What follows belongs to an exercise in optimizing a design on an open flow for small area and a short achievable clock period; a production flow would make more cautious choices.
Where RTL was checked, it was by simulation tests only, not by an equivalence proof against the original.
For runs 1 and 5, only the layout was checked, not whether the RTL still works.
Power figures rest on the tool's default switching activity, not on a simulated workload.

==> flow/design.v <==
module finalproject #(
    parameter CLK_FREQ_HZ = 8_000,
    parameter SCAN_RATE   = 1000
)(
    input  wire        CLK,
    input  wire        RST_N,
    input  wire [3:0]  ROWS,
    output reg  [3:0]  COLS,
    output wire [7:0]  HEX0,
    output wire [7:0]  HEX1,
    output wire [7:0]  HEX2,
    output wire [9:0]  LEDS,
    output wire [7:0]  DBG
);
    reg [2:0] cnt;
    reg       tick;        
    reg       first;       
    always @(posedge CLK or negedge RST_N) begin
        if (!RST_N) begin
            cnt   <= 3'd0;
            tick  <= 1'b0;
            first <= 1'b1;
            COLS  <= 4'b1110;
        end else begin
            cnt  <= cnt + 3'd1;
            tick <= (cnt == 3'd7);
            if (tick) begin
                first <= 1'b0;
                if (!first) COLS <= {COLS[2:0], COLS[3]};
            end
        end
    end
    wire one_row = (ROWS == 4'b1110) | (ROWS == 4'b1101) |
                   (ROWS == 4'b1011) | (ROWS == 4'b0111);
    wire [1:0] cidx = {~COLS[3] | ~COLS[2], ~COLS[3] | ~COLS[1]};
    wire [1:0] ridx = {~ROWS[3] | ~ROWS[2], ~ROWS[3] | ~ROWS[1]};
    reg [3:0] kcode;
    always @(*) begin
        case ({cidx, ridx})
            4'b00_00: kcode = 4'd1;  4'b00_01: kcode = 4'd4;
            4'b00_10: kcode = 4'd7;  4'b00_11: kcode = 4'hE;
            4'b01_00: kcode = 4'd2;  4'b01_01: kcode = 4'd5;
            4'b01_10: kcode = 4'd8;  4'b01_11: kcode = 4'd0;
            4'b10_00: kcode = 4'd3;  4'b10_01: kcode = 4'd6;
            4'b10_10: kcode = 4'd9;  4'b10_11: kcode = 4'hF;
            4'b11_00: kcode = 4'hA;  4'b11_01: kcode = 4'hB;
            4'b11_10: kcode = 4'hC;  default:  kcode = 4'hD;
        endcase
    end
    reg [3:0] code;        
    reg       kev;         
    reg       idle;        
    always @(posedge CLK) code <= kcode;
    always @(posedge CLK or negedge RST_N) begin
        if (!RST_N) begin
            kev  <= 1'b0;
            idle <= 1'b1;
        end else begin
            kev <= tick & idle & one_row;
            if (tick) idle <= (ROWS == 4'b1111);
        end
    end
    wire k_clr   = (code == 4'hE);
    wire k_eq    = (code == 4'hF);
    wire k_op    = code[3] & (code[2] ^ code[1]);
    wire k_digit = ~code[3] | ~(code[2] | code[1]);
    function [6:0] seg;
        input [3:0] v;
        begin
            seg[0] = (v[0] & ~v[1] & ~v[2] & ~v[3]) | (v[0] & ~v[1] & v[2] & v[3]) | (~v[0] & ~v[1] & v[2] & ~v[3]) | (v[0] & v[1] & ~v[2] & v[3]);
            seg[1] = (~v[0] & v[2] & v[3]) | (v[0] & ~v[1] & v[2] & ~v[3]) | (~v[0] & v[1] & v[2]) | (v[0] & v[1] & v[3]);
            seg[2] = (~v[0] & v[1] & ~v[2] & ~v[3]) | (v[1] & v[2] & v[3]) | (~v[0] & v[2] & v[3]);
            seg[3] = (v[0] & ~v[1] & ~v[2] & ~v[3]) | (~v[0] & ~v[1] & v[2] & ~v[3]) | (~v[0] & v[1] & ~v[2] & v[3]) | (v[0] & v[1] & v[2]);
            seg[4] = (v[0] & ~v[3]) | (~v[1] & v[2] & ~v[3]) | (v[0] & ~v[1] & ~v[2]);
            seg[5] = (v[0] & ~v[1] & v[2] & v[3]) | (v[1] & ~v[2] & ~v[3]) | (v[0] & ~v[2] & ~v[3]) | (v[0] & v[1] & ~v[3]);
            seg[6] = (~v[0] & ~v[1] & v[2] & v[3]) | (v[0] & v[1] & v[2] & ~v[3]) | (~v[1] & ~v[2] & ~v[3]);
        end
    endfunction
    reg [6:0] opa, opb;
    reg [2:0] op;
    reg       opsel;
    reg       done;
    reg       first_op;
    reg [1:0] dcnt;
    reg [3:0] last_key;
    reg       ready;
    reg [6:0] hex0, hex1, hex2;
    reg [12:0] lfsr;
    reg [6:0] R, Q;        
    reg       e_start, e_step, e_conv, e_seg;
    wire acc   = kev & ready;
    wire work  = acc & ~k_clr & ~done;      
    wire w_dig = work & k_digit;
    wire w_op  = work & k_op;
    wire w_eq  = work & k_eq;
    wire w_clr = acc & k_clr;
    wire       two = (dcnt == 2'd1);
    wire [6:0] x10 = {last_key, 3'b000} + {2'b00, last_key, 1'b0} + {3'b000, code};
    wire [6:0] nv  = two ? x10 : {3'b000, code};
    localparam [12:0] LFSR_SEED = 13'h0001;
    localparam [12:0] LFSR_END  = 13'h1914;
    wire [12:0] lfsr_nx = {lfsr[11:0], lfsr[12] ^ lfsr[3] ^ lfsr[2] ^ lfsr[0]};
    always @(posedge CLK)
        lfsr <= work ? LFSR_SEED : lfsr_nx;
    wire [3:0] s0   = e_seg ? Q[3:0] : (k_eq ? R[3:0] : code);
    wire [6:0] seg0 = seg(s0);
    wire [2:0] op_n   = w_clr ? 3'd0 : (w_op ? code[2:0] - 3'd1 : op);
    wire       done_n = ~w_clr & (done | w_eq);
    always @(posedge CLK or negedge RST_N) begin
        if (!RST_N) begin
            opa <= 0; opb <= 0; op <= 0; opsel <= 0; done <= 0;
            first_op <= 1; dcnt <= 0; last_key <= 0; ready <= 1;
            hex0 <= 7'b1000000; hex1 <= 7'b1111111; hex2 <= 7'b1111111;
        end else begin
            if (work) ready <= 1'b0;
            else if (lfsr == LFSR_END) ready <= 1'b1;
            if (acc) last_key <= code;
            if (w_clr | (w_dig & first_op)) opa <= w_clr ? 7'd0 : nv;
            if (w_clr | (w_dig & ~first_op)) opb <= w_clr ? 7'd0 : nv;
            op <= op_n;
            done <= done_n;
            if (w_clr | w_op) opsel <= w_op;
            if (w_clr | w_op) first_op <= w_clr;
            if (w_clr | w_op | w_dig) dcnt <= w_dig ? (two ? 2'd2 : 2'd1) : 2'd0;
            if (w_clr) hex0 <= 7'b1000000;
            else if (w_dig | w_eq) hex0 <= seg0;
            if (w_eq) hex1 <= Q;
            else if (w_dig & two) hex1 <= hex0;
            else if (w_clr | w_op | w_dig) hex1 <= 7'b1111111;
            if (w_clr) hex2 <= 7'b1111111;
            else if (w_op)
                case (code[2:0])
                    3'b010:  hex2 <= 7'b0001000;     
                    3'b011:  hex2 <= 7'b0000011;     
                    3'b100:  hex2 <= 7'b1000110;     
                    default: hex2 <= 7'b0100001;     
                endcase
            else if (w_eq & ~opsel) hex2 <= 7'b0001110;   
        end
    end
    reg cy;
    wire op_add = (op == 3'd1);
    wire op_sub = (op == 3'd2);
    wire op_mul = (op == 3'd3);
    wire op_div = (op == 3'd4);
    wire       sub = e_conv | op_sub | op_div;
    wire [6:0] yy  = (e_conv ? 7'd10 : opb) ^ {7{sub}};
    wire [6:0] p = R ^ yy;
    wire [6:0] g = R & yy;
    wire [7:0] c;
    assign c[0] = sub;
    assign c[1] = g[0] | (p[0] & c[0]);
    assign c[2] = g[1] | (p[1] & g[0]) | (p[1] & p[0] & c[0]);
    wire g32 = g[3] | (p[3] & g[2]);
    wire p32 = p[3] & p[2];
    assign c[3] = g[2] | (p[2] & c[2]);
    assign c[4] = g32 | (p32 & c[2]);
    wire g54 = g[5] | (p[5] & g[4]);
    wire p54 = p[5] & p[4];
    assign c[5] = g[4] | (p[4] & c[4]);
    assign c[6] = g54 | (p54 & c[4]);
    assign c[7] = g[6] | (p[6] & c[6]);
    wire [6:0] sum = p ^ c[6:0];
    wire ge10 = R[6] | R[5] | R[4] | (R[3] & (R[2] | R[1]));
    wire qea  = (Q == opa);
    wire bz   = (opb == 7'd0);
    wire [6:0] qinc = Q + 7'd1;
    wire cgo  = e_conv & ge10 & ~(Q[3] & Q[0]);
    wire err  = e_start & op_div & bz;
    wire sub1 = Q[6];                     
    wire r_a    = e_start & (op_add | op_sub | (op_div & ~bz));
    wire r_zero = (e_start & ~(op_add | op_sub | op_div)) | (e_step & op_sub & ~sub1 & ~cy);
    wire r_sum  = (e_step & (op_add | (op_sub & sub1) | (op_mul & ~qea) | (op_div & cy))) | cgo;
    wire r_q    = e_step & op_div & ~cy;
    wire q_m1   = e_start & (op_sub | op_div);
    wire q_inc  = (e_step & ((op_sub & sub1) | (op_mul & ~qea) | (op_div & cy))) | cgo;
    wire q_zero = (e_start & ~(op_sub | op_div)) | (e_step & ((op_mul & qea) | (op_div & ~cy)));
    wire stay   = (op_sub & sub1) | (op_mul & ~qea) | (op_div & cy);
    wire trig   = w_clr | w_dig | w_op;
    always @(posedge CLK) begin
        cy <= e_start | c[7];
        R <= ({7{err}} & 7'd14) | ({7{r_a}} & opa) | ({7{r_sum}} & sum) | ({7{r_q}} & Q) |
             ({7{~(err | r_a | r_zero | r_sum | r_q)}} & R);
        Q <= ({7{err | q_m1}} & {~err, ~err, ~err, 3'b111, ~err}) | ({7{q_inc}} & qinc) |
             ({7{e_seg}} & seg0) | ({7{~(err | q_m1 | q_inc | q_zero | e_seg)}} & Q);
    end
    always @(posedge CLK or negedge RST_N) begin
        if (!RST_N) begin
            e_start <= 1'b1; e_step <= 1'b0; e_conv <= 1'b0; e_seg <= 1'b0;
        end else begin
            e_start <= trig;
            e_step  <= ~trig & ((e_start & ~err) | (e_step & stay));
            e_conv  <= ~trig & ((e_step & ~stay) | cgo);
            e_seg   <= ~trig & ((e_conv & ~cgo) | err);
        end
    end
    assign HEX0 = {1'b1, hex0};
    assign HEX1 = {1'b1, hex1};
    assign HEX2 = {1'b1, hex2};
    assign LEDS = {done, opsel, first_op, dcnt, ready, last_key};
    assign DBG  = {op, done, opa[3:0]};
endmodule
==> flow/flow/run.sh <==
#!/bin/bash
# Own flow: the standard layout (standard.sh, unchanged synthesis,
# floorplan, power grid, placement, CTS and routing), with two changes:
#  - the port buffers are plain buffers instead of the delay cells that
#    buffer_ports picks by default;
#  - setup repair aims at a margin below the clock period.
# Each tool's full output stays in orfs/logs; make's output goes to
# standard.log in this folder.
set -euo pipefail
bash standard.sh \
  "BUFFER_PORTS_ARGS=-buffer_cell sky130_fd_sc_hd__buf_2" \
  SETUP_SLACK_MARGIN=7 \
  finish > standard.log 2>&1
==> flow/standard.sh <==
#!/bin/bash
# synth_recipe.tcl (not shown) runs the flow's synth.tcl, then flattens the netlist and writes it again
# the make line also repeats each setting of config.mk as NAME=value (left out here)
make -C /OpenROAD-flow-scripts/flow DESIGN_CONFIG=/design/flow/config.mk WORK_HOME=/design/flow/orfs CLKGATE_MAP_FILE= SYNTH_SCRIPT=/design/flow/synth_recipe.tcl "${@:-finish}"
==> flow/config.mk <==
export PLATFORM = sky130hd
export DESIGN_NAME = finalproject
export DESIGN_NICKNAME = finalproject
export VERILOG_FILES = /design/flow/design.v
export SDC_FILE = /design/flow/constraint.sdc
export NUM_CORES = 4
export LEC_CHECK = 0
export CAP_MARGIN = 20
export CORE_MARGIN = 2
export CORE_UTILIZATION = 40
export SLEW_MARGIN = 20
==> flow/constraint.sdc <==
create_clock -name core_clock -period 10.0 [get_ports {CLK}]
set_input_delay 2.0000 -clock core_clock [delete_from_list [all_inputs] [get_ports {CLK}]]
set_output_delay 2.0000 -clock core_clock [all_outputs]
set_load 0.01 [all_outputs]
==> results of run 1 <==
## registers in the layout, summed over array words and instances, names as in the netlist, 2 cells and up
register,cells
Q,7
lfsr,13
dcnt,2
hex2,7
hex0,7
cnt,3
opa,7
op,3
COLS,4
R,7
opb,7
hex1,7
last_key,4
code,4
## synth_stat cells, types with 3 or more instances
cell type | instances | share of area [%]
a211oi_1 | 6 | 0.81
nor3b_1 | 3 | 0.41
and3_1 | 7 | 0.79
buf_2 | 9 | 0.81
buf_4 | 17 | 2.3
inv_2 | 3 | 0.20
nor3_1 | 7 | 0.63
dfxtp_1 | 32 | 12
a31oi_1 | 6 | 0.68
nor2_1 | 54 | 3.6
nand2_1 | 77 | 5.2
fa_1 | 5 | 1.8
nand4_1 | 3 | 0.34
inv_1 | 17 | 1.1
o211ai_1 | 5 | 0.68
dfrtp_1 | 40 | 18
a221o_1 | 5 | 0.90
mux2i_1 | 10 | 1.8
xor2_1 | 11 | 1.7
nor2b_1 | 23 | 2.6
nand2b_1 | 11 | 1.2
o21ai_0 | 23 | 2.1
o22ai_1 | 9 | 1.0
dfstp_2 | 23 | 11
nand3b_1 | 4 | 0.54
a22oi_1 | 8 | 1.1
ha_1 | 21 | 4.7
a21o_1 | 3 | 0.41
a21oi_1 | 35 | 3.2
xnor2_1 | 18 | 2.8
o31ai_1 | 3 | 0.41
nand3_1 | 20 | 1.8
clkbuf_1 | 14 | 0.95
o21a_1 | 3 | 0.41
o21ai_1 | 11 | 0.99
o22a_1 | 3 | 0.47
## where the power goes
part	internal, uW	switching (uW)	total (uW)
clock network	197	166	363
logic	11.7	23.3	35.0
registers	383	1.67	385
## per-layer routing
metal	vias up	part of all wire, %	global-route usage (%)	routed length (um)
li1	2238	-	-	-
met2	121	50	33.8	7190
met1	2284	44	26.0	6330
met5	-	0	0	0
met3	14	4.5	4.73	648
met4	0	1.6	5.32	233
## metrics by stage
step	util, %	hold slack [ns]	std cells	total power [uW]	worst slack (ns)
2_1_floorplan	-	0.401	611	416	7.00
3_3_place_gp	42.5	0.414	800	427	6.87
3_5_place_dp	42.5	0.422	800	428	6.70
4_1_cts	46.7	0.431	832	789	6.94
5_1_grt	47.2	0.457	842	810	6.87
6_report	47.2	0.436	842	783	6.96
## final cells by class
type / instances / area (um2)
Clock buffer: 11 / 264
Clock inverter: 5 / 48.8
Fill cell: 1330 / 7240
Inverter: 20 / 75.1
Multi-Input combinational cell: 457 / 3050
Sequential cell: 95 / 2260
Tap cell: 180 / 225
Timing Repair Buffer: 74 / 561
## final timing paths
| check | from | end | slack, ns | cells past startpoint |
|---|---|---|---|---|
| max | first_op$_DFFE_PN1P_ | LEDS[7] | 6.96 | 1 |
| min | cnt[0]$_DFF_PN0_ | cnt[0]$_DFF_PN0_ | 0.44 | 1 |
| max reg2reg | op[2]$_DFFE_PN0P_ | R[6]$_DFF_P_ | 6.96 | 13 |
| min reg2reg | cnt[0]$_DFF_PN0_ | cnt[0]$_DFF_PN0_ | 0.44 | 1 |
| max in group asynchronous | RST_N | done$_DFF_PN0_ | 7.56 | 2 |
| min in group asynchronous | RST_N | dcnt[1]$_DFFE_PN0P_ | 1.82 | 2 |
## placed cells by master, fill, tap and decap left out, drive strengths merged, types with 5 or more instances in the layout
cell type / netlist / routed
nand2: 78 / 78
buf: 26 / 74
nor2: 55 / 55
dfrtp: 40 / 40
a21oi: 36 / 36
o21ai: 36 / 36
dfxtp: 32 / 32
inv: 20 / 25
nor2b: 24 / 24
dfstp: 23 / 23
nand3: 22 / 22
ha: 21 / 21
xnor2: 18 / 18
nand2b: 12 / 12
xor2: 11 / 11
clkbuf: 14 / 11
mux2i: 10 / 10
nor3: 9 / 10
o22ai: 9 / 9
a22oi: 8 / 8
and3: 8 / 8
a31oi: 8 / 8
a211oi: 6 / 6
a221o: 5 / 5
o211ai: 5 / 5
fa: 5 / 5
## timing repair
action                     in CTS  in global routing
hold buffers                    0                  0
cloned                          0                  1
setup endpoints to repair      45                 30
setup buffers                  16                  9
pin swaps                       1                  6
resized for setup              30                  1
## kinds of logic after synthesis
kind of cell | Yosys count
buf+inv | 60
compound gates | 151
fa+ha+maj | 27
other cells | 1
simple gates | 234
flops | 95
xor+xnor | 29
mux | 12
==> results.txt, run 1 <==
Fin. Hold Viols 0; maximum number of pins on one net before global-route repair 64; crit-path max FO 2; total core area 0.0137 mm2; Total Neg Setup Slack 0 ns; Top-Level Pins 52; via count of the first global-routing pass between 4000 and 5000; DRT iter0 DRCs 337; fraction of the mapped netlist area in simple logic gates 21.7%; post-route ant nets 0; post-synthesis compound-gate area fraction between 10% and 20%; CTS tree built; crit path DAT 1.04 ns; Final nets 689; Max stage delay cell, worst path dfstp_2; setup violators final 0; Synth async-reset ratio 66.3%; prevailing post-synth register cell dfrtp_1; worst skew pair latency 0.35 ns; critical path's largest stage delay 0.58 ns; Worst Clk Skew about 0.0085 ns; Layout area overhead 16.7%; clock sinks 95; CTS Buffer Depth 2; CTS Buf Count 9; Seq/Total Area, Yosys between 40 and 50%; Yosys Warn Count 1; 1st-pass router iterations 9; Global Route Usage Sum 20.1%; routability-driven placement congestion ratio 0.944; crit path capture type output port; Residual DRC 0; CTS clock-pin slew for the worst setup and hold paths 0.07 ns; Diodes inserted 0; die height 122 um; CP cell instances buf_6; Post-synth EDFFs 0; achievable frequency between 0.3 and 0.4 GHz; main combinational cell family by area after synthesis simple AND/OR/NAND/NOR gates; first-pass GRT wire length 23.2 mm; hpwl dp 10.3 mm; multiplexer area fraction after synthesis 2.21%; Vias 4657; Post-Synth XOR/XNOR Area between 4 and 5%; WP buf/inv 1; Synth cell types 83; share of post-route cells with drive strength above 1 a little under a quarter; Worst Tran Pin Value 0.998 ns; status no timing/DRC/antenna violations; synthesis-stage register bit count 95; Post-Syn Area roughly 0.0056 mm2; period utilization 30.4%; Post-Synth Adder-Cell Area 6.71%; WS Path Type reg2out; Die W 122 um; die area 0.0148 mm2; Mean Syn Cell Area 9.12 um2; WP data required 8.00 ns; max_cap viols 0; RSZ-0062 raised after global routing true; fin crit period roughly 3.0 ns; GRT Residual Overflow 0; Slew HR 33.3%; Startpoint Class flip-flop; wire per inst 17.1 um; starting density of the core 40.5%; Worst Hold Class reg2reg; pins over their slew limit 0; initial antenna violation count 0; Peak VDD IR about 110 uV; Lkg Pwr a little under 0.003 uW; total wire length 14.4 mm; cell row count 43; IO buf count 48; Cell Pwr Density 121 mW/mm2; htree depth 3; Post-DP Area between 0.005 and 0.006 mm2; clock root buffer clkbuf_16; CP delay by family, top flip-flops; vias per cell 5.53; cell count after synthesis 609; Finished Cell Area roughly 0.0065 mm2
==> run 2, diff against run 1 <==
--- a/flow/design.v
+++ b/flow/design.v
@@ -86,8 +86,6 @@
     reg       ready;
     reg [6:0] hex0, hex1, hex2;
     reg [12:0] lfsr;
-    reg [6:0] R, Q;        
-    reg       e_start, e_step, e_conv, e_seg;
     wire acc   = kev & ready;
     wire work  = acc & ~k_clr & ~done;      
     wire w_dig = work & k_digit;
@@ -102,8 +100,93 @@
     wire [12:0] lfsr_nx = {lfsr[11:0], lfsr[12] ^ lfsr[3] ^ lfsr[2] ^ lfsr[0]};
     always @(posedge CLK)
         lfsr <= work ? LFSR_SEED : lfsr_nx;
-    wire [3:0] s0   = e_seg ? Q[3:0] : (k_eq ? R[3:0] : code);
+    localparam S_IDLE = 3'd0, S_WAIT = 3'd1, S_START = 3'd2, S_LOOP = 3'd3,
+               S_FIX = 3'd4, S_CONV = 3'd5, S_SEG = 3'd6;
+    reg [7:0] R, Q;
+    reg       c, qc, eqf;
+    reg [2:0] st;
+    wire op_add = (op == 3'd1);
+    wire op_sub = (op == 3'd2);
+    wire op_mul = (op == 3'd3);
+    wire op_div = (op == 3'd4);
+    wire k0 = (cnt == 3'd0);
+    wire k7 = (cnt == 3'd7);
+    wire [7:0] opa8 = {1'b0, opa};
+    wire [7:0] opb8 = {1'b0, opb};
+    wire ab = opa8[cnt];
+    wire bb = opb8[cnt];
+    wire tb = (cnt == 3'd1) | (cnt == 3'd3);                  
+    wire eb = (cnt == 3'd1) | (cnt == 3'd2) | (cnt == 3'd3);   
+    wire bz  = (opb == 7'd0);
+    wire err = op_div & bz;
+    wire ld  = op_add | op_sub | op_div;
+    wire in_conv = (st == S_CONV);
+    wire sub = in_conv | op_sub | op_div;
+    wire rb  = R[0];
+    wire qb  = Q[0];
+    wire yb  = (in_conv ? tb : bb) ^ sub;
+    wire cin = k0 ? sub : c;
+    wire sb  = rb ^ yb ^ cin;
+    wire cout = (rb & yb) | (cin & (rb ^ yb));
+    wire qcin = k0 | qc;
+    wire qs  = qb ^ qcin;
+    reg nbR, nbQ;
+    always @(*) begin
+        case (st)
+            S_START: begin
+                nbR = err ? eb : (ld & ab);
+                nbQ = err ? eb : ld;
+            end
+            S_LOOP, S_CONV: begin
+                nbR = sb;
+                nbQ = qs;
+            end
+            S_FIX: begin
+                nbR = op_div ? qb : (op_mul & rb);
+                nbQ = 1'b0;
+            end
+            default: begin
+                nbR = rb;
+                nbQ = qb;
+            end
+        endcase
+        if (k7) begin
+            nbR = 1'b0;
+            nbQ = 1'b0;
+        end
+    end
+    wire ge10 = R[7] | R[6] | R[5] | (R[4] & (R[3] | R[2]));
+    wire q9   = Q[4] & Q[1];
+    wire [2:0] s_cs = (ge10 & ~q9) ? S_CONV : S_SEG;
+    wire [3:0] units = {R[2], R[1], R[0], R[7]};       
+    wire [3:0] s0   = (st == S_SEG) ? Q[4:1] : (k_eq ? (units & {4{opsel}}) : code);
     wire [6:0] seg0 = seg(s0);
+    reg [2:0] st_n;
+    always @(*) begin
+        case (st)
+            S_WAIT:  st_n = S_START;
+            S_START: st_n = err ? S_SEG : ((ld | (op_mul & ~eqf)) ? S_LOOP : s_cs);
+            S_LOOP:  st_n = op_mul ? (eqf ? S_FIX : S_LOOP) :
+                            op_div ? (c ? S_LOOP : S_FIX) :
+                            op_sub ? (c ? s_cs : S_FIX) : s_cs;
+            S_FIX:   st_n = s_cs;
+            S_CONV:  st_n = s_cs;
+            default: st_n = S_IDLE;
+        endcase
+    end
+    always @(posedge CLK) begin
+        c   <= cout;
+        qc  <= qcin & qb;
+        eqf <= (k0 | eqf) & ~(nbQ ^ ab);
+        R   <= {nbR, R[7:1]};
+        if ((st == S_SEG) & k7) Q <= {1'b0, seg0};
+        else Q <= {nbQ, Q[7:1]};
+    end
+    always @(posedge CLK or negedge RST_N) begin
+        if (!RST_N) st <= S_IDLE;
+        else if (w_dig | w_op) st <= S_WAIT;
+        else if (k7) st <= st_n;
+    end
     wire [2:0] op_n   = w_clr ? 3'd0 : (w_op ? code[2:0] - 3'd1 : op);
     wire       done_n = ~w_clr & (done | w_eq);
     always @(posedge CLK or negedge RST_N) begin
@@ -124,7 +207,7 @@
             if (w_clr | w_op | w_dig) dcnt <= w_dig ? (two ? 2'd2 : 2'd1) : 2'd0;
             if (w_clr) hex0 <= 7'b1000000;
             else if (w_dig | w_eq) hex0 <= seg0;
-            if (w_eq) hex1 <= Q;
+            if (w_eq) hex1 <= opsel ? {Q[5:0], Q[7]} : 7'b1000000;
             else if (w_dig & two) hex1 <= hex0;
             else if (w_clr | w_op | w_dig) hex1 <= 7'b1111111;
             if (w_clr) hex2 <= 7'b1111111;
@@ -138,62 +221,6 @@
             else if (w_eq & ~opsel) hex2 <= 7'b0001110;   
         end
     end
-    reg cy;
-    wire op_add = (op == 3'd1);
-    wire op_sub = (op == 3'd2);
-    wire op_mul = (op == 3'd3);
-    wire op_div = (op == 3'd4);
-    wire       sub = e_conv | op_sub | op_div;
-    wire [6:0] yy  = (e_conv ? 7'd10 : opb) ^ {7{sub}};
-    wire [6:0] p = R ^ yy;
-    wire [6:0] g = R & yy;
-    wire [7:0] c;
-    assign c[0] = sub;
-    assign c[1] = g[0] | (p[0] & c[0]);
-    assign c[2] = g[1] | (p[1] & g[0]) | (p[1] & p[0] & c[0]);
-    wire g32 = g[3] | (p[3] & g[2]);
-    wire p32 = p[3] & p[2];
-    assign c[3] = g[2] | (p[2] & c[2]);
-    assign c[4] = g32 | (p32 & c[2]);
-    wire g54 = g[5] | (p[5] & g[4]);
-    wire p54 = p[5] & p[4];
-    assign c[5] = g[4] | (p[4] & c[4]);
-    assign c[6] = g54 | (p54 & c[4]);
-    assign c[7] = g[6] | (p[6] & c[6]);
-    wire [6:0] sum = p ^ c[6:0];
-    wire ge10 = R[6] | R[5] | R[4] | (R[3] & (R[2] | R[1]));
-    wire qea  = (Q == opa);
-    wire bz   = (opb == 7'd0);
-    wire [6:0] qinc = Q + 7'd1;
-    wire cgo  = e_conv & ge10 & ~(Q[3] & Q[0]);
-    wire err  = e_start & op_div & bz;
-    wire sub1 = Q[6];                     
-    wire r_a    = e_start & (op_add | op_sub | (op_div & ~bz));
-    wire r_zero = (e_start & ~(op_add | op_sub | op_div)) | (e_step & op_sub & ~sub1 & ~cy);
-    wire r_sum  = (e_step & (op_add | (op_sub & sub1) | (op_mul & ~qea) | (op_div & cy))) | cgo;
-    wire r_q    = e_step & op_div & ~cy;
-    wire q_m1   = e_start & (op_sub | op_div);
-    wire q_inc  = (e_step & ((op_sub & sub1) | (op_mul & ~qea) | (op_div & cy))) | cgo;
-    wire q_zero = (e_start & ~(op_sub | op_div)) | (e_step & ((op_mul & qea) | (op_div & ~cy)));
-    wire stay   = (op_sub & sub1) | (op_mul & ~qea) | (op_div & cy);
-    wire trig   = w_clr | w_dig | w_op;
-    always @(posedge CLK) begin
-        cy <= e_start | c[7];
-        R <= ({7{err}} & 7'd14) | ({7{r_a}} & opa) | ({7{r_sum}} & sum) | ({7{r_q}} & Q) |
-             ({7{~(err | r_a | r_zero | r_sum | r_q)}} & R);
-        Q <= ({7{err | q_m1}} & {~err, ~err, ~err, 3'b111, ~err}) | ({7{q_inc}} & qinc) |
-             ({7{e_seg}} & seg0) | ({7{~(err | q_m1 | q_inc | q_zero | e_seg)}} & Q);
-    end
-    always @(posedge CLK or negedge RST_N) begin
-        if (!RST_N) begin
-            e_start <= 1'b1; e_step <= 1'b0; e_conv <= 1'b0; e_seg <= 1'b0;
-        end else begin
-            e_start <= trig;
-            e_step  <= ~trig & ((e_start & ~err) | (e_step & stay));
-            e_conv  <= ~trig & ((e_step & ~stay) | cgo);
-            e_seg   <= ~trig & ((e_conv & ~cgo) | err);
-        end
-    end
     assign HEX0 = {1'b1, hex0};
     assign HEX1 = {1'b1, hex1};
     assign HEX2 = {1'b1, hex2};
==> run 2 against run 1 <==
Compared with the run above:
- still clean on timing, DRC and antenna
- count of clock-buffer cells in the layout grew 1
- power decreased by 0.55%
- synthesized cell count shrank 4.8%
- first-iteration DRC count shrank 7.1%
- utilization grew 0.23 points
- die area fell by 4.8%
- area after synthesis down 4.9%
- clock power fell by 4%
- maximum frequency is 1.2% higher
- global-route usage down 0.68 points
- register-to-register slack better by 0.26 ns
- largest power group unchanged
==> results.txt, run 2 <==
Post-synth EDFFs 0 (unchanged); Synth cell types 79 (-4.8%); maximum number of pins on one net before global-route repair 63 (-1.6%); Vias 4282 (-8.1%); Top-Level Pins 52 (unchanged); Post-Syn Area 0.00528 mm2 (-4.9%); most area-consuming cells after synthesis dfrtp_1 19%, dfxtp_1 14%, dfstp_2 11%; Synth async-reset ratio 63.3% (-3.1 points); Startpoint Class flip-flop; Yosys Warn Count 1 (unchanged); DRT iter0 DRCs 313 (-7.1%); Global Route Usage Sum 19.4% (-0.68 points); setup violators final 0 (unchanged); Hold-fix buffers, CTS 0 (unchanged); initial antenna violation count 0 (unchanged); clock sinks 98 (+3.2%); DRT met1 WL 6.04 mm (-4.6%); Mean Syn Cell Area 9.10 um2 (-0.18%); top-count cell post-synth nand2_1; prevailing post-synth register cell dfrtp_1; 1st-pass router iterations 5 (-4); share of post-route cells with drive strength above 1 19.7% (-4.0 points); fin crit period 3.01 ns (-0.0358 ns); Largest Register lfsr; met2 wire len 6.25 mm (-13%); cell row count 41 (-4.7%); die height 119 um (-2.4%); Max stage delay cell, worst path dfstp_2; CTS clock-pin slew for the worst setup and hold paths 0.06 ns (about the same); max_cap viols 0 (unchanged); Layout area overhead 14.8%; starting density of the core 41.3% (+0.85 points); Fin. Hold Viols 0 (unchanged); RSZ-0062 raised after global routing true; synthesis-stage register bit count 98 (+3.2%); CTS tree built; status no timing/DRC/antenna violations; vias per cell 5.42 (-2.0%); Post-Route Utilization 47.5% (+0.23 points); Net Sw Power 171 uW (-11%); Cell Pwr Density 128 mW/mm2 (+6.3%); Worst Clk Skew 0.00727 ns (-0.00121 ns); Worst Tran Pin Value 0.862 ns (-0.136 ns); routability-driven placement congestion ratio 0.899 (-4.8%); Seq/Total Area, Yosys 43.6% (+3.1 points); via count of the first global-routing pass 4239 (-4.5%); WP data required 8.00 ns (about the same); wire per inst 16.3 um (-4.6%); commonest cells after routing, fill and taps aside 72 x nand2_1, 48 x nor2_1, 38 x o21ai_0, 36 x dfxtp_1, 35 x dfrtp_1; Residual DRC 0 (unchanged); clock power share 44.6% (-1.8 points); Top Registers lfsr x13, Q x8, R x8; die area 0.0141 mm2 (-4.8%); first-pass GRT wire length 22.0 mm (-5.4%); top cell type by total area after synthesis dfrtp_1; Final nets 641 (-7.0%); cell count after synthesis 580 (-4.8%); total core area 0.0128 mm2 (-6.9%); Post-synth top cells 72 x nand2_1, 48 x nor2_1, 40 x dfrtp_1; Max Used Layer met4; CTS Buf Count 9 (unchanged); Die W 119 um (-2.4%); achievable frequency 0.332 GHz (+1.2%); period utilization 30.1% (-0.36 points); total wire length 12.9 mm (-10%); hpwl dp 9.19 mm (-11%); CP delay by family, top flip-flops; pins over their slew limit 0 (unchanged); crit path capture type output port; Yosys top cell area share 19.0% (+0.94 points); Internal 608 uW (+2.7%); Total Neg Setup Slack 0 ns (unchanged); WS Path Type reg2out; Diodes inserted 0 (unchanged); Slew HR 42.4% (+9.1 points); GRT Residual Overflow 0 (unchanged); switching share of power 21.9% (-2.5 points); WP buf/inv 1 (unchanged); crit path DAT 1.01 ns (-0.03 ns); worst skew pair latency 0.35 ns (about the same); fin cells 790 (-6.2%); htree depth 3 (unchanged); IO buf count 48 (unchanged); Seq pwr share 51.0% (+1.8 points); metal3 WL 457 um (-29%); critical path's largest stage delay 0.56 ns (-0.02 ns); part of the power in combinational logic 4.4% (about the same); Largest register FFs 13 (unchanged); Worst Hold Class reg2reg; Peak VDD IR 86.1 uV (-22%); crit-path max FO 2 (unchanged); CTS Buffer Depth 2 (unchanged); post-route ant nets 0 (unchanged); CP cell instances buf_6; clock root buffer clkbuf_16; Lkg Pwr 0.00276 uW (-6.7%); commonest non-fill, non-tap cell in the layout nand2_1; cell count after placement 762 (-4.8%)
[run 2: cell types whose count changed after synthesis, sizes merged, moves of 6 or more]
| cell | before | now |
|---|---|---|
| nor2 | 55 | 48 |
| o21ai | 36 | 42 |
| and2 | 2 | 10 |
| a21oi | 36 | 29 |
| nand2b | 12 | 6 |
| a22oi | 8 | 2 |
| nand2 | 78 | 72 |
| clkbuf | 14 | 22 |
| o22ai | 9 | 3 |
| mux2i | 10 | 16 |
| xnor2 | 18 | 6 |
| o31ai | 4 | 14 |
[run 2: logic make-up (layout without fill, tap and decap cells)]
group / count (synthesis) / count (layout) / share of synthesized area (%)
buffers and inverters: 65 / 101 / 5.78
adders and majority gates: 22 / 22 / 5.64
DFF: 98 / 98 / 43.6
AOI/OAI and AO/OA: 146 / 146 / 18.1
other: 1 / 3 / 0.0710
and+or+nand+nor: 216 / 216 / 20.3
xor gates and xnor gates: 12 / 12 / 1.99
muxes: 20 / 20 / 4.53
[run 2: layout make-up]
class	count	area [um2]
sequential	98	2310
clock buffer	12	246
multi-input combinational	419	2680
tap	172	215
timing repair buffer	63	478
inverter	22	82.6
clock inverter	4	52.6
fill	1237	6710
[run 2: routing by layer]
| layer | global-route usage, % | vias up |
|---|---|---|
| met3 | 3.88 | 8 |
| met5 | 0 | - |
| met2 | 32.0 | 103 |
| met4 | 5.06 | 0 |
| li1 | - | 2096 |
| met1 | 26.0 | 2075 |
[run 2: path summary, 6_finish.rpt]
| check | endpoint | from | cells past startpoint | slack (ns) |
|---|---|---|---|---|
| max in group asynchronous | done$_DFF_PN0_ | RST_N | 2 | 7.55 |
| setup / recovery | COLS[1] | COLS[1]$_DFFE_PN1P_ | 1 | 6.99 |
| setup reg to reg | opb[2]$_DFFE_PN0P_ | code[0]$_DFF_P_ | 7 | 7.22 |
| min in group asynchronous | st[0]$_DFFE_PN0P_ | RST_N | 2 | 1.84 |
| hold / removal | R[0]$_DFF_P_ | R[1]$_DFF_P_ | 0 | 0.35 |
| hold reg to reg | R[0]$_DFF_P_ | R[1]$_DFF_P_ | 0 | 0.35 |
[run 2: power groups by stage]
stage | registers, uW | clock network, uW | logic [uW]
after CTS | 397 | 359 | 34.8
after floorplan | 404 | 0 | 23.3
after detailed placement | 404 | 0 | 34.5
final | 397 | 347 | 34.6
after global routing | 397 | 375 | 39.3
after global placement | 404 | 0 | 34.0
[run 2: stage by stage]
step                hold slack, ns  instance area, um2  setup slack [ns]  power, uW
detailed placement           0.338                5540              7.10        439
global placement             0.327                5540              7.13        438
CTS                          0.352                6050              6.99        790
finish                       0.350                6060              6.99        779
floorplan                    0.324                5290              7.22        427
global route                 0.357                6060              6.97        811
[run 2: timing repair]
item / in CTS / in global routing
resized for setup: 27 / 1
gates cloned: 0 / 0
endpoints found under the setup margin: 24 / 22
hold endpoints to repair: 0 / 0
buffers inserted: 11 / 1
==> run 3, diff against run 2 <==
--- a/flow/config.mk
+++ b/flow/config.mk
@@ -5,6 +5,7 @@
 export SDC_FILE = /design/flow/constraint.sdc
 export NUM_CORES = 4
 export LEC_CHECK = 0
+export ABC_AREA = 1
 export CAP_MARGIN = 20
 export CORE_MARGIN = 2
 export CORE_UTILIZATION = 40
==> run 3 against run 2 <==
Compared with the run above:
- still clean
- count of clock-buffer cells in the layout is the same
- clock skew decreased by 0.00057 ns
- utilization is essentially flat
- cell count is 11% higher
- power barely moved
- maximum frequency is 0.25% lower
- register-to-register slack improved by 0.18 ns
- sequential cell count unchanged
- combinational power is 7.2% lower
- setup slack got worse by 0.0076 ns
- global-route usage is 0.35 points lower
- critical path type unchanged
- largest cell class is now sequential cells
- largest power group unchanged
==> results.txt, run 3 <==
CP cell instances buf_6; Synth cell types 49 (-38%); Crit. Startpoint hex0[6]$_DFFE_PN1P_; maximum number of pins on one net before global-route repair 63 (unchanged); worst r2r path cells 11 (+4); Layout area overhead 17.3%; 1st-pass router iterations 4 (-1); fin crit period 3.02 ns (+0.00762 ns); hpwl dp 9.02 mm (-1.9%); total core area 0.0125 mm2 (-2.4%); die area 0.0135 mm2 (-4.3%); Lkg Pwr 0.00311 uW (+13%); Hold Slack 0.351 ns (+0.00150 ns); first-pass GRT wire length 19.9 mm (-9.5%); Worst Tran Pin Value 0.800 ns (-0.0620 ns); cell count after synthesis 643 (+11%); Diodes inserted 0 (unchanged); Finished Cell Area 0.00591 mm2 (-2.5%); period utilization 30.2% (+0.076 points); Fin. Hold Viols 0 (unchanged); setup violators final 0 (unchanged); IO buf count 48 (unchanged); Max stage delay cell, worst path dfstp_2; top-count cell post-synth nand2_1; max_cap viols 0 (unchanged); fin worst setup slack 6.98 ns (-0.00762 ns); vias per cell 4.88 (-9.9%); r2r setup slk 7.40 ns (+0.18 ns); Post-synth EDFFs 0 (unchanged); DRT iter0 DRCs 232 (-26%); crit-path max FO 2 (unchanged); status no timing/DRC/antenna violations; total wire length 11.9 mm (-7.7%); Startpoint Class flip-flop; Post-Syn Area 0.00504 mm2 (-4.5%); CP delay by family, top flip-flops; Synth async-reset ratio 63.3% (unchanged); synthesis-stage register bit count 98 (unchanged); CTS clock-pin slew for the worst setup and hold paths 0.07 ns (about the same); crit path capture type output port; prevailing post-synth register cell dfrtp_1; Residual DRC 0 (unchanged); Setup crit end HEX0[6]; Vias 4279 (-0.070%); routability-driven placement congestion ratio 0.815 (-9.4%); CTS Buf Count 9 (unchanged); Seq/Total Area, Yosys 45.6% (+2.0 points); WP buf/inv 1 (unchanged); clock root buffer clkbuf_16; Top Registers lfsr x13, Q x8, R x8; top cell type by total area after synthesis dfrtp_1; CTS tree built; Largest register FFs 13 (unchanged); Global Route Usage Sum 19.0% (-0.35 points); GRT Residual Overflow 0 (unchanged); critical path's largest stage delay 0.56 ns (about the same); WS Path Type reg2out; WP data required 8.00 ns (about the same); reg2reg end R[7]$_SDFF_PP0_; Post-Route Utilization 47.4% (about the same); Worst Hold Class reg2reg; Top-Level Pins 52 (unchanged); wire per inst 13.6 um (-17%); most area-consuming cells after synthesis dfrtp_1 20%, dfxtp_1 14%, nand2_1 12%; Post-synth top cells 157 x nand2_1, 92 x inv_1, 62 x nor2_1; Die W 116 um (-2.2%); post-route ant nets 0 (unchanged); Cell Pwr Density 132 mW/mm2 (+2.5%); clock sinks 98 (unchanged); via count of the first global-routing pass 4095 (-3.4%); pins over their slew limit 0 (unchanged); worst skew pair latency 0.34 ns (about the same); Mean Syn Cell Area 7.84 um2 (-14%); CTS Buffer Depth 2 (unchanged); Slew HR 46.7% (+4.3 points); RSZ-0062 raised after global routing true; Peak VDD IR 88.5 uV (+2.9%); die height 116 um (-2.2%); Crit Reg-Reg Startpoint cnt[0]$_DFF_PN0_; Final nets 727 (+13%); share of post-route cells with drive strength above 1 18.5% (-1.3 points); commonest non-fill, non-tap cell in the layout nand2_1; dpl ws 7.11 ns (+0.0169 ns); Yosys Warn Count 1 (unchanged); Post-DP Area 0.00541 mm2 (-2.4%); total number of cells along the worst setup path 1 (unchanged); htree depth 3 (unchanged); Total Neg Setup Slack 0 ns (unchanged); achievable frequency 0.332 GHz (-0.25%); commonest cells after routing, fill and taps aside 157 x nand2_1, 92 x inv_1, 62 x nor2_1, 56 x o21ai_0, 39 x dfrtp_1; Worst Clk Skew 0.00670 ns (-0.000569 ns); cell row count 41 (unchanged); initial antenna violation count 0 (unchanged); fillcell total 1267 (+2.4%); Largest Register lfsr; starting density of the core 40.5% (-0.88 points); Yosys top cell area share 19.8% (+0.89 points); Hold-fix buffers, CTS 0 (unchanged); crit path DAT 1.02 ns (about the same)
[run 3: cell type report]
type / instances / area, um2 / area share [%]
Multi-Input combinational cell: 430 / 2270 / 38.3
Sequential cell: 98 / 2300 / 38.9
Timing Repair Buffer: 58 / 440 / 7.45
Clock buffer: 12 / 278 / 4.70
Tap cell: 172 / 215 / 3.64
Clock inverter: 4 / 31.3 / 0.529
Inverter: 102 / 383 / 6.47
[run 3: stage by stage]
| step | cells | power (uW) |
|---|---|---|
| 3_3_place_gp | 851 | 437 |
| 2_1_floorplan | 645 | 425 |
| 3_5_place_dp | 851 | 437 |
| 4_1_cts | 873 | 788 |
| 6_report | 876 | 779 |
| 5_1_grt | 876 | 811 |
[run 3: routing by layer]
| metal | track usage [%] | share of wire, % | vias up |
|---|---|---|---|
| li1 | - | - | 2146 |
| met1 | 25.5 | 49 | 2021 |
| met2 | 30.9 | 45 | 95 |
| met3 | 3.79 | 4.3 | 17 |
| met4 | 6.51 | 1.7 | 0 |
| met5 | 0 | 0 | - |
[run 3: cell families (layout without fill, tap and decap cells)]
group / count (synthesis) / count (layout) / share of synthesized area [%]
and+or+nand+nor: 284 / 284 / 25.4
buffers and inverters: 117 / 176 / 9.63
AOI/OAI and AO/OA: 115 / 115 / 12.4
DFF: 98 / 98 / 45.6
adders and majority gates: 22 / 22 / 5.90
xor gates and xnor gates: 5 / 5 / 0.868
other: 1 / 3 / 0.0744
muxes: 1 / 1 / 0.223
[run 3: repair_timing]
item	in CTS	in global routing
gates cloned	0	0
setup buffers	6	3
gates resized for setup	25	0
endpoints found under the setup margin	21	21
[run 3: power by group]
group / total, uW / internal, uW / switching [uW]
Clock: 349 / 199 / 150
Combinational: 32.1 / 8.54 / 23.6
Sequential: 397 / 395 / 1.92
Total: 779 / 603 / 176
[run 3: worst min path at each step]
stage                  from            to  slack, ns  cells past startpoint
2_1_floorplan  R[4]$_DFF_P_  R[3]$_DFF_P_       0.32                      0
3_3_place_gp   R[4]$_DFF_P_  R[3]$_DFF_P_       0.34                      0
3_5_place_dp   R[6]$_DFF_P_  R[5]$_DFF_P_       0.34                      0
4_1_cts        R[6]$_DFF_P_  R[5]$_DFF_P_       0.35                      0
5_1_grt        R[1]$_DFF_P_  R[0]$_DFF_P_       0.36                      0
6_report       R[6]$_DFF_P_  R[5]$_DFF_P_       0.35                      0
==> run 4, diff against run 3 <==
--- a/flow/flow/run.sh
+++ b/flow/flow/run.sh
@@ -8,6 +8,6 @@
 # standard.log in this folder.
 set -euo pipefail
 bash standard.sh \
-  "BUFFER_PORTS_ARGS=-buffer_cell sky130_fd_sc_hd__buf_2" \
+  "BUFFER_PORTS_ARGS=-buffer_cell sky130_fd_sc_hd__buf_1" \
   SETUP_SLACK_MARGIN=7 \
   finish > standard.log 2>&1
--- a/flow/config.mk
+++ b/flow/config.mk
@@ -9,4 +9,5 @@
 export CAP_MARGIN = 20
 export CORE_MARGIN = 2
 export CORE_UTILIZATION = 40
+export CTS_BUF_LIST = sky130_fd_sc_hd__clkbuf_8
 export SLEW_MARGIN = 20
==> run 4 against run 3 <==
Compared with the run above:
- sequential share of layout area grew 0.41 points
- via count shrank 0.79%
- critical endpoint is now COLS[3]
- setup slack lost 0.042 ns
- still clean on timing, DRC and antenna
- wire length grew 0.68%
- first-iteration DRC count shrank 20%
- cell count grew 0.80%
- critical path type unchanged
- maximum frequency shrank 1.4%
- synthesized cell count is the same
- clock power shrank 24%
==> results.txt, run 4 <==
WP buf/inv 1 (unchanged); Crit Reg-Reg Startpoint cnt[0]$_DFF_PN0_; Diodes inserted 0 (unchanged); Mean Syn Cell Area 7.84 um2 (unchanged); Startpoint Class flip-flop; Top Registers lfsr x13, Q x8, R x8; prevailing post-synth register cell dfrtp_1; hold_sp R[4]$_DFF_P_; Vias 4245 (-0.79%); wire per inst 13.6 um (-0.12%); maximum number of pins on one net before global-route repair 63 (unchanged); Top-Level Pins 52 (unchanged); WS Path Type reg2out; IO buf count 48 (unchanged); CTS Buf Count 9 (unchanged); setup violators final 0 (unchanged); Synth cell types 49 (unchanged); starting density of the core 40.5% (unchanged); Post-synth EDFFs 0 (unchanged); WP data required 8.00 ns (about the same); worst hold stages 0 (unchanged); Net Sw Power 162 uW (-7.7%); synthesis-stage register bit count 98 (unchanged); Layout area overhead 16.2%; total wire length 12.0 mm (+0.68%); part of the power in combinational logic 4.6% (+0.5 points); period utilization 30.6% (+0.42 points); commonest non-fill, non-tap cell in the layout nand2_1; clock root buffer clkbuf_8; fin cells 883 (+0.80%); Worst Hold Class reg2reg; cell row count 41 (unchanged); clock power share 38.2% (-6.6 points); critical path's largest stage delay 0.58 ns (+0.02 ns); Post-Syn Area 0.00504 mm2 (unchanged); Max stage delay cell, worst path dfstp_2; max_cap viols 0 (unchanged); Post-synth top cells 157 x nand2_1, 92 x inv_1, 62 x nor2_1; switching share of power 23.4% (+0.80 points); Largest Register lfsr; Slew HR 45.9% (-0.76 points); fillcell total 1257 (-0.79%); pins over their slew limit 0 (unchanged); die height 116 um (unchanged); vias per cell 4.81 (-1.6%); CTS Buffer Depth 2 (unchanged); cell count after synthesis 643 (unchanged); Residual DRC 0 (unchanged); Hold-fix buffers, CTS 0 (unchanged); worst skew pair latency 0.37 ns (+0.03 ns); crit path DAT 1.06 ns (+0.04 ns); DRT iter0 DRCs 185 (-20%); Synth async-reset ratio 63.3% (unchanged); Yosys Warn Count 1 (unchanged); reg2reg end R[7]$_SDFF_PP0_; routability-driven placement congestion ratio 0.818 (+0.43%); fin crit period 3.06 ns (+0.0424 ns); Die W 116 um (unchanged); WHS Endpoint R[3]$_DFF_P_; worst r2r path cells 11 (unchanged); CP cell instances buf_6; CP delay by family, top flip-flops; Fin. Hold Viols 0 (unchanged); share of post-route cells with drive strength above 1 17.2% (-1.3 points); clock sinks 98 (unchanged); top-count cell post-synth nand2_1; first-pass GRT wire length 20.1 mm (+1.4%); commonest cells after routing, fill and taps aside 157 x nand2_1, 93 x inv_1, 62 x nor2_1, 56 x o21ai_0, 37 x dfrtp_1; Global Route Usage Sum 19.2% (+0.15 points); initial antenna violation count 0 (unchanged); crit path capture type output port; post-route ant nets 0 (unchanged); Final nets 734 (+0.96%); most area-consuming cells after synthesis dfrtp_1 20%, dfxtp_1 14%, nand2_1 12%; die area 0.0135 mm2 (unchanged); achievable frequency 0.327 GHz (-1.4%); Peak VDD IR 123 uV (+39%); Worst Clk Skew 0.00796 ns (+0.00126 ns); top cell type by total area after synthesis dfrtp_1; RSZ-0062 raised after global routing true; via count of the first global-routing pass 4180 (+2.1%); hpwl dp 9.02 mm (about the same); r2r setup slk 7.47 ns (+0.07 ns); Worst Tran Pin Value 0.811 ns (+0.0114 ns); Largest register FFs 13 (unchanged); Yosys top cell area share 19.8% (unchanged); total core area 0.0125 mm2 (unchanged); cell count after placement 851 (unchanged); CTS clock-pin slew for the worst setup and hold paths 0.10 ns (+0.03 ns); Lkg Pwr 0.00303 uW (-2.7%); htree depth 3 (unchanged); Seq/Total Area, Yosys 45.6% (unchanged); Internal 532 uW (-12%); CTS tree built; status no timing/DRC/antenna violations; GRT Residual Overflow 0 (unchanged); 1st-pass router iterations 4 (unchanged); crit-path max FO 4 (+2); Seq pwr share 57.2% (+6.2 points); Cell Pwr Density 119 mW/mm2 (-10%); Total Neg Setup Slack 0 ns (unchanged)
run 4: cell count changes in the layout (fill, tap and decap cells not counted), moves of 2 or more:
| cell | before | now |
|---|---|---|
| dfrtp_1 | 39 | 37 |
| clkbuf_8 | 2 | 11 |
| clkbuf_16 | 10 | 0 |
| buf_2 | 28 | 1 |
| clkbuf_2 | 0 | 9 |
| buf_6 | 20 | 22 |
| buf_4 | 10 | 17 |
| buf_1 | 0 | 16 |
| dfrtp_2 | 1 | 3 |
run 4: kinds of logic after synthesis:
group                    Yosys count  synth area share [%]
AND/OR/NAND/NOR                  284                  25.4
flip-flops                        98                  45.6
adder cells (fa/ha/maj)           22                  5.90
XOR/XNOR                           5                 0.868
other                              1                0.0744
AO/OA/AOI/OAI                    115                  12.4
buffers and inverters            117                  9.63
multiplexers                       1                 0.223
run 4: final cells by class:
class                   instances  area, um2  share of cell area [%]
clock buffers                  11        151                    2.58
multi-input cells             430       2270                    38.7
flip-flops and latches         98       2300                    39.3
repair buffers                 65        485                    8.29
well taps                     172        215                    3.67
clock inverters                 5       55.1                   0.940
inverters                     102        383                    6.53
run 4: repair_timing:
action / 4_1_cts / 5_1_grt
gates resized for setup: 47 / 14
endpoints found under the hold margin: 0 / 0
buffers inserted: 4 / 12
gates cloned: 0 / 0
endpoints found under the setup margin: 25 / 32
run 4: how the worst max path moves through the flow:
| stage | cells after the start | startpoint | slack, ns | end |
|---|---|---|---|---|
| finish | 1 | COLS[3]$_DFFE_PN1P_ | 6.94 | COLS[3] |
| global route | 1 | COLS[3]$_DFFE_PN1P_ | 6.89 | COLS[3] |
| CTS | 1 | COLS[3]$_DFFE_PN1P_ | 6.92 | COLS[3] |
| detailed placement | 5 | ROWS[1] | 7.08 | kev$_DFF_PN0_ |
| global placement | 5 | ROWS[1] | 7.21 | kev$_DFF_PN0_ |
| floorplan | 1 | ready$_DFFE_PN1P_ | 7.34 | LEDS[4] |
run 4: power by group through the flow:
| stage | combinational (uW) | sequential [uW] | clock (uW) |
|---|---|---|---|
| 4_1_cts | 32.4 | 397 | 273 |
| 3_5_place_dp | 32.3 | 405 | 0 |
| 3_3_place_gp | 31.5 | 405 | 0 |
| 2_1_floorplan | 20.7 | 404 | 0 |
| 5_1_grt | 37.0 | 397 | 290 |
| 6_report | 31.9 | 397 | 266 |
run 4: through the flow:
step                      hold WS (ns)  worst slack [ns]  power [uW]  utilization (%)  cell area (um2)
final                            0.357              6.94         694             47.0             5860
after global routing             0.362              6.89         724             47.0             5860
after CTS                        0.359              6.92         702             46.1             5740
after detailed placement         0.340              7.08         437             42.9             5350
after global placement           0.332              7.21         436             42.9             5350
after floorplan                  0.325              7.34         425                -             5050
run 4: per-layer routing:
metal  vias up  track usage [%]  share of wire [%]
met3         9             5.40                4.4
li1       2152                -                  -
met2        90             31.6                 46
met1      1994             25.2                 48
met5         -                0                  0
met4         0             4.37                1.0
==> run 5, diff against run 4 <==
--- a/flow/design.v
+++ b/flow/design.v
@@ -5,7 +5,7 @@
     input  wire        CLK,
     input  wire        RST_N,
     input  wire [3:0]  ROWS,
-    output reg  [3:0]  COLS,
+    output wire [3:0]  COLS,
     output wire [7:0]  HEX0,
     output wire [7:0]  HEX1,
     output wire [7:0]  HEX2,
@@ -15,24 +15,25 @@
     reg [2:0] cnt;
     reg       tick;        
     reg       first;       
+    reg [3:0] ncols;       
     always @(posedge CLK or negedge RST_N) begin
         if (!RST_N) begin
             cnt   <= 3'd0;
             tick  <= 1'b0;
             first <= 1'b1;
-            COLS  <= 4'b1110;
+            ncols <= 4'b0001;
         end else begin
             cnt  <= cnt + 3'd1;
             tick <= (cnt == 3'd7);
             if (tick) begin
                 first <= 1'b0;
-                if (!first) COLS <= {COLS[2:0], COLS[3]};
+                if (!first) ncols <= {ncols[2:0], ncols[3]};
             end
         end
     end
     wire one_row = (ROWS == 4'b1110) | (ROWS == 4'b1101) |
                    (ROWS == 4'b1011) | (ROWS == 4'b0111);
-    wire [1:0] cidx = {~COLS[3] | ~COLS[2], ~COLS[3] | ~COLS[1]};
+    wire [1:0] cidx = {ncols[3] | ncols[2], ncols[3] | ncols[1]};
     wire [1:0] ridx = {~ROWS[3] | ~ROWS[2], ~ROWS[3] | ~ROWS[1]};
     reg [3:0] kcode;
     always @(*) begin
@@ -80,11 +81,16 @@
     reg [2:0] op;
     reg       opsel;
     reg       done;
-    reg       first_op;
+    reg       nfirst_op;   
+    wire      first_op = ~nfirst_op;
     reg [1:0] dcnt;
     reg [3:0] last_key;
-    reg       ready;
-    reg [6:0] hex0, hex1, hex2;
+    reg       nready;      
+    wire      ready = ~nready;
+    reg [6:0] nh0, nh1, nh2;
+    wire [6:0] hex0 = nh0 ^ 7'b1000000;
+    wire [6:0] hex1 = ~nh1;
+    wire [6:0] hex2 = ~nh2;
     reg [12:0] lfsr;
     wire acc   = kev & ready;
     wire work  = acc & ~k_clr & ~done;      
@@ -192,38 +198,39 @@
     always @(posedge CLK or negedge RST_N) begin
         if (!RST_N) begin
             opa <= 0; opb <= 0; op <= 0; opsel <= 0; done <= 0;
-            first_op <= 1; dcnt <= 0; last_key <= 0; ready <= 1;
-            hex0 <= 7'b1000000; hex1 <= 7'b1111111; hex2 <= 7'b1111111;
+            nfirst_op <= 0; dcnt <= 0; last_key <= 0; nready <= 0;
+            nh0 <= 7'd0; nh1 <= 7'd0; nh2 <= 7'd0;
         end else begin
-            if (work) ready <= 1'b0;
-            else if (lfsr == LFSR_END) ready <= 1'b1;
+            if (work) nready <= 1'b1;
+            else if (lfsr == LFSR_END) nready <= 1'b0;
             if (acc) last_key <= code;
             if (w_clr | (w_dig & first_op)) opa <= w_clr ? 7'd0 : nv;
             if (w_clr | (w_dig & ~first_op)) opb <= w_clr ? 7'd0 : nv;
             op <= op_n;
             done <= done_n;
             if (w_clr | w_op) opsel <= w_op;
-            if (w_clr | w_op) first_op <= w_clr;
+            if (w_clr | w_op) nfirst_op <= ~w_clr;
             if (w_clr | w_op | w_dig) dcnt <= w_dig ? (two ? 2'd2 : 2'd1) : 2'd0;
-            if (w_clr) hex0 <= 7'b1000000;
-            else if (w_dig | w_eq) hex0 <= seg0;
-            if (w_eq) hex1 <= opsel ? {Q[5:0], Q[7]} : 7'b1000000;
-            else if (w_dig & two) hex1 <= hex0;
-            else if (w_clr | w_op | w_dig) hex1 <= 7'b1111111;
-            if (w_clr) hex2 <= 7'b1111111;
+            if (w_clr) nh0 <= (7'b1000000) ^ 7'b1000000;
+            else if (w_dig | w_eq) nh0 <= (seg0) ^ 7'b1000000;
+            if (w_eq) nh1 <= ~(opsel ? {Q[5:0], Q[7]} : 7'b1000000);
+            else if (w_dig & two) nh1 <= ~(hex0);
+            else if (w_clr | w_op | w_dig) nh1 <= ~(7'b1111111);
+            if (w_clr) nh2 <= ~(7'b1111111);
             else if (w_op)
                 case (code[2:0])
-                    3'b010:  hex2 <= 7'b0001000;     
-                    3'b011:  hex2 <= 7'b0000011;     
-                    3'b100:  hex2 <= 7'b1000110;     
-                    default: hex2 <= 7'b0100001;     
+                    3'b010:  nh2 <= ~(7'b0001000);     
+                    3'b011:  nh2 <= ~(7'b0000011);     
+                    3'b100:  nh2 <= ~(7'b1000110);     
+                    default: nh2 <= ~(7'b0100001);     
                 endcase
-            else if (w_eq & ~opsel) hex2 <= 7'b0001110;   
+            else if (w_eq & ~opsel) nh2 <= ~(7'b0001110);   
         end
     end
     assign HEX0 = {1'b1, hex0};
     assign HEX1 = {1'b1, hex1};
     assign HEX2 = {1'b1, hex2};
     assign LEDS = {done, opsel, first_op, dcnt, ready, last_key};
+    assign COLS = ~ncols;
     assign DBG  = {op, done, opa[3:0]};
 endmodule
--- a/flow/flow/run.sh
+++ b/flow/flow/run.sh
@@ -8,6 +8,6 @@
 # standard.log in this folder.
 set -euo pipefail
 bash standard.sh \
-  "BUFFER_PORTS_ARGS=-buffer_cell sky130_fd_sc_hd__buf_1" \
+  "BUFFER_PORTS_ARGS=-buffer_cell sky130_fd_sc_hd__buf_2" \
   SETUP_SLACK_MARGIN=7 \
   finish > standard.log 2>&1
--- a/flow/config.mk
+++ b/flow/config.mk
@@ -9,5 +9,4 @@
 export CAP_MARGIN = 20
 export CORE_MARGIN = 2
 export CORE_UTILIZATION = 40
-export CTS_BUF_LIST = sky130_fd_sc_hd__clkbuf_8
 export SLEW_MARGIN = 20
==> run 5 against run 4 <==
Compared with the run above:
- still clean
- via count about the same
- cell count shrank 0.45%
- critical path depth increased by 1
- first-iteration DRC count grew 15%
- critical endpoint is now COLS[0]
- largest power group unchanged
==> results.txt, run 5 <==
Post-synth top cells 148 x nand2_1, 106 x inv_1, 63 x o21ai_0; CTS tree built; Startpoint Class flip-flop; WP data required 8.00 ns (about the same); die area 0.0140 mm2 (+3.5%); Die W 118 um (+1.7%); first-pass GRT wire length 20.1 mm (about the same); Largest Register lfsr; DRT iter0 DRCs 213 (+15%); Worst Hold Class reg2reg; WS Path Type reg2out; Peak VDD IR 147 uV (+19%); starting density of the core 41.2% (+0.79 points); Worst Tran Pin Value 0.796 ns (-0.0153 ns); worst hold stages 0 (unchanged); hpwl dp 8.85 mm (-2.0%); achievable frequency 0.330 GHz (+1.0%); worst r2r path cells 8 (-3); routability-driven placement congestion ratio 0.818 (about the same); fin cells 879 (-0.45%); Seq/Total Area, Yosys 43.5% (-2.0 points); cell count after placement 860 (+1.1%); maximum number of pins on one net before global-route repair 63 (unchanged); crit-path max FO 2 (-2); share of post-route cells with drive strength above 1 16.3% (-0.89 points); via count of the first global-routing pass 4158 (-0.53%); Cell Pwr Density 185 mW/mm2 (+56%); initial antenna violation count 0 (unchanged); Finished Cell Area 0.00586 mm2 (about the same); total core area 0.0127 mm2 (+1.6%); die height 118 um (+1.7%); Yosys top cell area share 28.2% (+8.4 points); worst skew pair latency 0.35 ns (-0.02 ns); Final nets 729 (-0.68%); setup violators final 0 (unchanged); clock root buffer clkbuf_16; top-count cell post-synth nand2_1; pins over their slew limit 0 (unchanged); Synth cell types 48 (-2.0%); Worst Clk Skew 0.0121 ns (+0.00413 ns); Post-Syn Area 0.00523 mm2 (+3.6%); Mean Syn Cell Area 7.88 um2 (+0.50%); CTS Buf Count 9 (unchanged); Top-Level Pins 52 (unchanged); Post-synth EDFFs 0 (unchanged); Synth async-reset ratio 63.3% (unchanged); Diodes inserted 0 (unchanged); 1st-pass router iterations 4 (unchanged); crit path capture type output port; total wire length 11.7 mm (-2.4%); Top Registers lfsr x13, Q x8, R x8; clock sinks 98 (unchanged); fin crit period 3.03 ns (-0.0310 ns); CTS Buffer Depth 2 (unchanged); IO buf count 48 (unchanged); commonest cells after routing, fill and taps aside 148 x nand2_1, 103 x inv_1, 63 x o21ai_0, 57 x dfrtp_1, 54 x nor2_1; Hold Slack 0.353 ns (-0.00399 ns); synthesis-stage register bit count 98 (unchanged); crit path DAT 1.03 ns (-0.03 ns); cell row count 41 (unchanged); Residual DRC 0 (unchanged); Largest register FFs 13 (unchanged); Fin. Hold Viols 0 (unchanged); Lkg Pwr 0.00296 uW (-2.3%); most area-consuming cells after synthesis dfrtp_1 28%, dfxtp_1 14%, nand2_1 11%; vias per cell 4.83 (+0.43%); commonest non-fill, non-tap cell in the layout nand2_1; GRT Residual Overflow 0 (unchanged); post-route ant nets 0 (unchanged); Slew HR 46.9% (+1.0 points); Vias 4244 (-0.024%); status no timing/DRC/antenna violations; Hold-fix buffers, CTS 0 (unchanged); Layout area overhead 12.0%; prevailing post-synth register cell dfrtp_1; RSZ-0062 raised after global routing true; period utilization 30.3% (-0.31 points); CTS clock-pin slew for the worst setup and hold paths 0.07 ns (-0.03 ns); Yosys Warn Count 1 (unchanged); cell count after synthesis 663 (+3.1%); htree depth 3 (unchanged); max_cap viols 0 (unchanged); wire per inst 13.3 um (-1.9%); Total Neg Setup Slack 0 ns (unchanged); Post-DP Area 0.00550 mm2 (+2.7%); top cell type by total area after synthesis dfrtp_1; Global Route Usage Sum 17.6% (-1.6 points)
==> run 5: cell count changes after synthesis, sizes merged, moves of 3 or more <==
cell	delta
buf	+12
o22ai	+4
nand3	+11
nand4	+6
dfstp	-19
nor2	-5
dfrtp	+19
inv	+12
o311ai	+5
o21ai	-3
nand2	-6
a21oi	-5
==> run 5: power by group <==
group	switching, uW	total (uW)	internal (uW)
logic	125	201	76.5
clock network	148	373	225
registers	45.3	510	465
total	318	1080	767
==> run 5: what timing repair did <==
item / CTS / global route
gates resized for setup: 4 / 3
pin swaps: 0 / 0
setup buffers: 0 / 3
setup endpoints to repair: 3 / 6
cloned: 0 / 0
==> run 5: logic make-up (layout without fill, tap and decap cells) <==
kind of cell,after synthesis,after routing,synth area share (%)
buffers and inverters,141,183,12.1
DFF,98,98,43.5
and+or+nand+nor,286,286,25.8
xor gates and xnor gates,6,6,1.01
other,1,3,0.0718
adders and majority gates,21,21,5.46
AOI/OAI and AO/OA,110,110,12.1
==> run 5: path summary, 6_finish.rpt <==
path / startpoint / to / slack (ns)
max in group asynchronous: RST_N / done$_DFF_PN0_ / 7.61
worst max register to register: code[3]$_DFF_P_ / opa[3]$_DFFE_PN0P_ / 7.47
worst max-delay path: ncols[0]$_DFFE_PN1P_ / COLS[0] / 6.97
min in group asynchronous: RST_N / opa[4]$_DFFE_PN0P_ / 1.81
worst min register to register: R[5]$_DFF_P_ / R[4]$_DFF_P_ / 0.35
worst min-delay path: R[5]$_DFF_P_ / R[4]$_DFF_P_ / 0.35
==> run 5: area by class of cell <==
type	count	area (um2)
fillers	1300	6820
clock inverters	5	77.6
clock buffers	11	243
well taps	172	215
multi-input cells	426	2330
flip-flops and latches	98	2280
inverters	115	432
repair buffers	52	283
==> run 5: critical path, cell delays in order (launching register included) <==
cell and delay [ns]:
dfstp_2 0.54, inv_2 0.04, buf_6 0.11
==> run 5: per-stage QoR <==
stage / worst slack (ns) / util, % / power, uW
floorplan: 7.42 / - / 659
global placement: 7.23 / 43.4 / 711
detailed placement: 7.18 / 43.4 / 719
CTS: 6.95 / 46.0 / 1100
global route: 6.93 / 46.2 / 1150
finish: 6.97 / 46.2 / 1080
==> run 5: per-layer routing <==
layer	vias up	share of wire, %	GRT usage, %
li1	2165	-	-
met3	5	3.7	4.39
met4	0	0.76	3.99
met2	88	46	28.3
met5	-	0	0
met1	1986	50	24.0

## re-timing with driven ports
No port has a modelled driver above. Below, the same layouts with a new extraction and two added sets of constraints. Step 1, drivers: a clkbuf_16 drives CLK and a buf_2 each remaining input, both assumed. Step 2 adds t to the input delays and takes it off the output delays; t is the mean of the earliest and latest rising clock arrival at the registers after step 1. Input paths then give back, and output paths get back, about the clock's delay inside the block. Slacks: ideal ports / drivers / drivers and shift; pairs: ideal ports / drivers.
run | t, ns | slack for setup (ns) | worst slew at a driven data input, ns
run 1 | 0.388 | 6.956 / 6.917 / 6.962 | 0.03
run 2 | 0.381 | 6.992 / 6.954 / 7.107 | 0.03
run 3 | 0.376 | 6.984 / 6.949 / 7.128 | 0.03
run 4 | 0.402 | 6.942 / 6.909 / 7.084 | 0.03
run 5 | 0.381 | 6.973 / 6.935 / 7.139 | 0.03
After both steps setup and hold are still met in every run listed.
